From an optimization exercise on the open Yosys and OpenROAD flow, aimed at small area and a short achievable clock period; shortcuts taken in it are not production practice. The RTL was checked by simulation tests, not by an equivalence proof against the original design. Power is estimated from default activity; no workload was simulated.

// PCPU
module PCPU (
	input wire clock,
	input wire [15:0] d_datain,
	input wire enable,
	input wire [15:0] i_datain,
	input wire reset,
	input wire start,
	output wire [15:0] d_addr,
	output wire [15:0] d_dataout,
	output wire d_we,
	output wire [7:0] i_addr,
	output wire [15:0] regi0,
	output wire [15:0] regi1,
	output wire [15:0] regi2,
	output wire [15:0] regi3,
	output wire [15:0] regi4,
	output wire [15:0] regi5,
	output wire [15:0] regi6,
	output wire [15:0] regi7,
	output wire [2:0] wb_addr
);
==> flow/config.mk <==
export PLATFORM = sky130hd
export DESIGN_NAME = PCPU
export DESIGN_NICKNAME = PCPU
export VERILOG_FILES = /design/flow/design.v
export SDC_FILE = /design/flow/constraint.sdc
export NUM_CORES = 4
export LEC_CHECK = 0
export CAP_MARGIN = 20
export CORE_MARGIN = 2
export CORE_UTILIZATION = 50
export PLACE_DENSITY = 0.75
export SETUP_SLACK_MARGIN = 3.4
export SLEW_MARGIN = 20
==> flow/constraint.sdc <==
create_clock -name core_clock -period 6.0 [get_ports {clock}]
set_input_delay 1.2000 -clock core_clock [delete_from_list [all_inputs] [get_ports {clock}]]
set_output_delay 1.2000 -clock core_clock [all_outputs]
set_load 0.01 [all_outputs]
standard.sh (not shown) runs the stock make flow with config.mk's settings and CLKGATE_MAP_FILE= SYNTH_SCRIPT=/design/flow/synth_recipe.tcl, a recipe that flattens the netlist after the stock synthesis.
==> flow/flow/run.sh <==
#!/bin/bash
# Standard layout (the standard.sh) with two changes: the port buffers use
# the smallest buffer cell, and the clock tree is built with larger sink
# clusters and no dummy loads. Each tool's output is in standard.log and in
# orfs/logs/.
set -euo pipefail
export BUFFER_PORTS_ARGS="-buffer_cell sky130_fd_sc_hd__buf_1"
export CTS_ARGS="-sink_clustering_enable -repair_clock_nets -dont_use_dummy_load -sink_clustering_size 25 -sink_clustering_max_diameter 80"
bash standard.sh > standard.log 2>&1
The first run ran to the end with no violations.
Rerun with:
--- a/flow/config.mk
+++ b/flow/config.mk
@@ -9,5 +9,4 @@
 export CORE_MARGIN = 2
 export CORE_UTILIZATION = 50
-export PLACE_DENSITY = 0.75
-export SETUP_SLACK_MARGIN = 3.4
+export SETUP_SLACK_MARGIN = 3.7
 export SLEW_MARGIN = 20
Result: Worst setup slack got worse by 0.081 ns; routed wire length goes up by roughly a tenth; flip-flop and latch count stays the same; first-iteration DRC count goes up by a little under a tenth; synthesized cell count is unchanged.

Another version of the RTL of PCPU (not shown whole).
For scale: ~1500 cells after synthesis, about 300 flip-flops, roughly 210 I/O pins, roughly 16000 µm² of cells after synthesis.
==> flow/design.v (excerpt) <==
module PCPU (
	input wire clock,
	input wire [15:0] d_datain,
	input wire enable,
	input wire [15:0] i_datain,
	input wire reset,
	input wire start,
	output wire [15:0] d_addr,
	output wire [15:0] d_dataout,
	output wire d_we,
	output wire [7:0] i_addr,
	output wire [15:0] regi0,
	output wire [15:0] regi1,
	output wire [15:0] regi2,
	output wire [15:0] regi3,
	output wire [15:0] regi4,
	output wire [15:0] regi5,
	output wire [15:0] regi6,
	output wire [15:0] regi7,
	output wire [2:0] wb_addr
);
clock: 6.0 ns
lec_check: 0
cap_margin: 20
core_margin: 2
core_utilization: 50
place_density: 0.75
setup_slack_margin: 3.3
slew_margin: 20
Scripts as last shown in full above: flow/flow/run.sh
Next try:
- GPL_ROUTABILITY_DRIVEN: not set -> 0
- SETUP_SLACK_MARGIN: 3.3 -> 3.4
Core utilization grows by 0.64 points.
Total power increases by 1.4%.
Global-route usage goes up by 0.70 points.
Cell count grows by about 0.7%.
Hold slack gets better by 0.011 ns.
Worst setup slack gets better by 0.064 ns.
Cell area went up by about 1.1%.
Area after synthesis stays the same.
Next try:
- GPL_ROUTABILITY_DRIVEN: 0 -> not set
Outcome: The changed run passed the timing, design-rule and antenna checks; worst hold slack hardly moves; routed wire length drops by 1.4%; global-route usage came out lower by 0.11 points.
Next try:
- PLACE_DENSITY: 0.75 -> 0.8
- SETUP_SLACK_MARGIN: 3.4 -> 3.5
Effect:
- global-route usage climbs by 0.37 points
- power increases by 4.2%
- clock power increases by about 5%

== build 85 ==
RTL: one of the versions met above, not the one the previous note started from.
Size in the first run: ~300 flip-flops, about 210 I/O pins.
==> flow/config.mk <==
export PLATFORM = sky130hd
export DESIGN_NAME = PCPU
export DESIGN_NICKNAME = PCPU
export VERILOG_FILES = /design/flow/design.v
export SDC_FILE = /design/flow/constraint.sdc
export NUM_CORES = 4
export LEC_CHECK = 0
export CAP_MARGIN = 20
export CORE_MARGIN = 2
export CORE_UTILIZATION = 50
export SETUP_SLACK_MARGIN = 3.2
export SLEW_MARGIN = 20
==> flow/constraint.sdc <==
create_clock -name core_clock -period 6.0 [get_ports {clock}]
set_input_delay 1.2000 -clock core_clock [delete_from_list [all_inputs] [get_ports {clock}]]
set_output_delay 1.2000 -clock core_clock [all_outputs]
set_load 0.01 [all_outputs]
Scripts as last shown in full above: flow/flow/run.sh
Build 85 went all the way through the flow, and no timing, DRC or antenna check failed.
#### Input delta (build 92 over build 85)
# build 85
export LEC_CHECK = 0
export CAP_MARGIN = 20
export CORE_MARGIN = 2
export CORE_UTILIZATION = 50
export SETUP_SLACK_MARGIN = 3.2
export SLEW_MARGIN = 20
create_clock -name core_clock -period 6.0 [get_ports {clock}]
# build 92
export LEC_CHECK = 0
export CAP_MARGIN = 20
export CORE_MARGIN = 2
export CORE_UTILIZATION = 50
export SETUP_SLACK_MARGIN = 3.4
export SLEW_MARGIN = 20
create_clock -name core_clock -period 6.0 [get_ports {clock}]
==> summary.txt <==
- Between build 92 and build 85, worst supply voltage drop on vdd is lower for build 85, build 92 comes in above that.
- [build 92] ratio of final minimum period to clock period fell 3.2 points relative to build 85
- Comparing build 92 and build 85, the higher internal power summed over all cells is on build 92.
- Post-placement setup slack for build 92: 410 ps down relative to build 85
- For build 85, the highest routed metal layer was met5, unlike build 92, where it was met4.
- Looking only at non-clock buffer total of the final layout, and setting everything else aside, the higher value of build 92 and build 85 goes to build 92.
- Cmp build 92 and build 85 / power density of the placed cells / higher: build 85
- Share of power burned in combinational logic was higher in build 92 than in build 85.
Input-level comparison between build 16 and build 92:
# build 92
export LEC_CHECK = 0
export CAP_MARGIN = 20
export CORE_MARGIN = 2
export CORE_UTILIZATION = 50
export SETUP_SLACK_MARGIN = 3.4
export SLEW_MARGIN = 20
create_clock -name core_clock -period 6.0 [get_ports {clock}]
# build 16
export LEC_CHECK = 0
export CAP_MARGIN = 20
export CORE_MARGIN = 2
export CORE_UTILIZATION = 50
export PLACE_DENSITY = 0.75
export SETUP_SLACK_MARGIN = 3.6
export SLEW_MARGIN = 20
create_clock -name core_clock -period 6.0 [get_ports {clock}]
Results
Taking build 92 as the reference, in build 16 maximum resistive drop on vdd moved up, post-route worst hold slack higher. Between build 16 and build 92, the difference in die area is negligible. Delta(global-route usage, build 16 - build 92) < 0. Compared to build 92, the routing of build 16 uses less wire. There was hardly any difference in combinational power between build 16 and build 92. Sequential share of layout area: build 16 vs build 92 — no meaningful difference. Higher data required time at the worst endpoint was reported by build 16, not build 92. Compared build 92 against build 16; final cell count within noise. | global-route wire length before repair | build 16 vs build 92 | better |.

[afterwards: timing with drivers on the ports]
How much do the figures lean on ideal ports? The routed layouts below were timed once more, with nothing changed but the port constraints.
Step 1 assumes that a clkbuf_16 drives the clock port and a buf_2 every other input.
Step 2, shift: input delay + t, output delay - t, t = (earliest + latest rising clock arrival at the registers) / 2. This alone moves slack from input paths to output paths.
a / b / c = no drivers / after step 1 / after step 2; a / b = the first two.
run | t, ns | slack for setup (ns) | pins driven straight from the clock port
the first run of note 1 | 0.536 | 3.271 / 3.271 / 3.050 | 1
the second run of note 1 | 0.555 | 3.191 / 3.191 / 3.145 | 1
the first run of note 2 | 0.539 | 3.164 / 3.164 / 2.886 | 1
the second run of note 2 | 0.553 | 3.228 / 3.228 / 3.030 | 1
the third run of note 2 | 0.538 | 3.315 / 3.315 / 2.990 | 1
the fourth run of note 2 | 0.554 | 3.258 / 3.258 / 2.986 | 1
build 85 | 0.545 | 3.083 / 3.083 / 2.915 | 1
build 92 | 0.552 | 3.273 / 3.273 / 2.969 | 1
build 16 | 0.543 | 3.089 / 3.089 / 3.089 | 1
After both steps setup and hold are still met in every run listed. The setup slack of the third run of note 2, which loses most, moves by 0.000 ns with the drivers and by -0.325 ns with both steps.
